Context: an optimization exercise on an open-source flow, tuned for small area, a short achievable clock period and few clock cycles. The choices shown serve that exercise and are no tape-out recipe. Where RTL was checked, it was by simulation tests only, not by an equivalence proof against the original. Power is estimated from default activity; no workload was simulated.

==> flow/design.v (excerpt) <==
module DIV(
  input         clock,
  input         reset,
  output        io_in_ready,
  input         io_in_valid,
  input         io_in_bits_ctrl_flow_divw,
  input         io_in_bits_ctrl_flow_div_signed,
  input         io_in_bits_ctrl_flow_flush,
  input  [31:0] io_in_bits_ctrl_data_src1,
  input  [31:0] io_in_bits_ctrl_data_src2,
  input         io_out_ready,
  output        io_out_valid,
  output [31:0] io_out_bits_result_quotient,
  output [31:0] io_out_bits_result_remainder
);
Size in the first run: roughly 1600 cells after synthesis, roughly 120 flip-flops, ~140 I/O pins.
Settings: LEC_CHECK=0, ABC_CLOCK_PERIOD_IN_PS=3000, CAP_MARGIN=20, CORE_MARGIN=2, CORE_UTILIZATION=65, PLACE_DENSITY=0.75, SETUP_SLACK_MARGIN=4.0, SLEW_MARGIN=20; clock period 8.0 ns.
run.sh (not shown) runs the stock make flow with config.mk's settings and CLKGATE_MAP_FILE= SYNTH_SCRIPT=/design/flow/synth_recipe.tcl, a recipe that flattens the netlist after the stock synthesis.
Next try:
- CORE_UTILIZATION: 65 -> 40
- PLACE_DENSITY: 0.75 -> 0.6
After rerunning: Sequential share of layout area goes down by 0.44 points. First-iteration DRC count goes down by about a fifth. Setup slack got worse by 0.0097 ns. Sequential power hardly moves. Cell area goes up slightly. Clock-buffer cell count is unchanged. Global-route usage goes down by 14 points. Core utilization goes down by 29 points. Cell count goes up by a little under a tenth. Non-clock buffer count goes up by 10.
No run of this note included a check of the RTL's function; only the layout flow was run.

========
DIV, a different RTL version from the one above (not shown whole).
Size: ~120 flip-flops, about 140 I/O pins, roughly 12000 um^2 of cells after synthesis.
==> flow/config.mk <==
export PLATFORM = sky130hd
export DESIGN_NAME = DIV
export DESIGN_NICKNAME = DIV
export VERILOG_FILES = /design/flow/design.v
export SDC_FILE = /design/flow/constraint.sdc
export NUM_CORES = 4
export LEC_CHECK = 0
export ABC_AREA = 1
export ABC_CLOCK_PERIOD_IN_PS = 3000
export CAP_MARGIN = 0
export CORE_MARGIN = 2
export CORE_UTILIZATION = 40
export CTS_BUF_LIST = sky130_fd_sc_hd__clkbuf_8
export PLACE_DENSITY = 0.6
export SETUP_SLACK_MARGIN = 4.85
export SLEW_MARGIN = 0
==> flow/constraint.sdc <==
create_clock -name core_clock -period 8.0 [get_ports {clock}]
set_input_delay 1.6000 -clock core_clock [delete_from_list [all_inputs] [get_ports {clock}]]
set_output_delay 1.6000 -clock core_clock [all_outputs]
set_load 0.01 [all_outputs]
standard.sh (not shown) runs the stock make flow with config.mk's settings and CLKGATE_MAP_FILE= SYNTH_SCRIPT=/design/flow/synth_recipe.tcl, a recipe that flattens the netlist after the stock synthesis.
==> flow/flow/run.sh <==
#!/bin/bash
export BUFFER_PORTS_ARGS="-buffer_cell sky130_fd_sc_hd__buf_1"
bash standard.sh > standard.log 2>&1
Testbench counts at the start, summed over its fixed seeds: cycles 16,908.
Change:
- CORE_UTILIZATION: 40 -> 60
- PLACE_DENSITY: 0.6 -> 0.7
- SETUP_SLACK_MARGIN: 4.85 -> 4.7
=> The changed run finished with timing, DRC and antenna clean; sequential cell count stays the same; cell count falls by a few percent; routed wire length falls by a little under a tenth; clock skew falls by 0.0046 ns; sequential share of layout area rises by 0.85 points; setup slack loses 0.18 ns; via count rises by a few percent; synthesized area does not change.
Change:
- CORE_UTILIZATION: 60 -> 40
- PLACE_DENSITY: 0.7 -> 0.6
- SETUP_SLACK_MARGIN: 4.7 -> 4.95
After rerunning: Global-route usage falls by 10 points; critical path depth rises by 5; utilization falls by 19 points; clock-buffer cell count rises by 1; cell area rises by roughly a tenth; combinational power rises by roughly a tenth; clock skew stays flat; die area rises by well over a third; flip-flop and latch count does not change; total power rises by a little under a tenth; cell count rises by a few percent.
Change:
- CORE_UTILIZATION: 40 -> 60
- PLACE_DENSITY: 0.6 -> 0.7
- SETUP_SLACK_MARGIN: 4.95 -> 4.85
=>
- The new run went through all stages and came out clean
- final cell count falls by about 5%
- worst hold slack improved by 0.0045 ns
- die area falls by 33%
- routed wire length falls by about 4%
- total power falls by 4.8%
- global-route usage rises by 11 points
- cell area falls by 4.0%
- sequential share of layout area rises by 0.66 points
- combinational power falls by about 8%
- maximum frequency falls by 4.4%
Change:
==> flow/run.sh (new file) <==
#!/bin/bash
# synth_recipe.tcl (not shown) runs the flow's synth.tcl, then flattens the netlist and writes it again
# the make line also repeats each setting of config.mk as NAME=value (left out here)
make -C /OpenROAD-flow-scripts/flow DESIGN_CONFIG=/design/flow/config.mk WORK_HOME=/design/flow/orfs CLKGATE_MAP_FILE= SYNTH_SCRIPT=/design/flow/synth_recipe.tcl finish
- CAP_MARGIN: 0 -> 20
- CORE_UTILIZATION: 60 -> 40
- CTS_BUF_LIST: sky130_fd_sc_hd__clkbuf_8 -> unset
- PLACE_DENSITY: 0.7 -> 0.6
- SETUP_SLACK_MARGIN: 4.85 -> 4.7
- SLEW_MARGIN: 0 -> 20
removed: flow/flow/run.sh
removed: flow/standard.sh
Wire length increases by 4.0%.
Clock skew barely changes.
Hold slack is worse by 0.0044 ns.
Total power grows by 9.7%.

==> separate check: timing with driven ports <==
In the flow no input, the clock included, has a driving cell. The finished layouts below were timed again as built, in two steps. Step 1 (the two cells are an assumption about what drives the block):
set clk [get_ports {clock}]
set_driving_cell -lib_cell sky130_fd_sc_hd__clkbuf_16 $clk
set_driving_cell -lib_cell sky130_fd_sc_hd__buf_2 [delete_from_list [all_inputs] $clk]
Step 2 times the ports against the registers' clock, not the clock port: input delays grow and output delays shrink by t, the midpoint of the rising clock arrivals with the driver on. Three values: no drivers, after step 1, after step 2; two values: the first two.
| run | shift t [ns] | setup slack, ns | hold slack, ns | slew at the worst register clock pin (ns) | worst data-port slew with drivers (ns) |
|---|---|---|---|---|---|
| the first run of note 1 | 0.476 | 4.034 / 4.034 / 3.587 | 0.551 / 0.551 / 0.551 | 0.07 / 0.07 | 0.04 |
| the second run of note 1 | 0.489 | 4.024 / 4.024 / 3.598 | 0.541 / 0.541 / 0.541 | 0.07 / 0.07 | 0.05 |
| the first run of note 2 | 0.519 | 4.936 / 4.831 / 4.312 | 0.468 / 0.468 / 0.468 | 0.09 / 0.09 | 0.16 |
| the second run of note 2 | 0.504 | 4.752 / 4.752 / 4.285 | 0.474 / 0.474 / 0.474 | 0.09 / 0.09 | 0.05 |
| the third run of note 2 | 0.506 | 4.903 / 4.895 / 4.389 | 0.467 / 0.467 / 0.467 | 0.09 / 0.09 | 0.08 |
| the fourth run of note 2 | 0.513 | 4.761 / 4.753 / 4.240 | 0.471 / 0.471 / 0.471 | 0.09 / 0.09 | 0.06 |
| the fifth run of note 2 | 0.476 | 4.734 / 4.762 / 4.286 | 0.467 / 0.467 / 0.467 | 0.07 / 0.07 | 0.05 |
After both steps setup and hold are still met in every run listed. For the first run of note 2, which loses most, drivers alone change the setup slack by -0.105 ns; drivers and shift together by -0.624 ns.
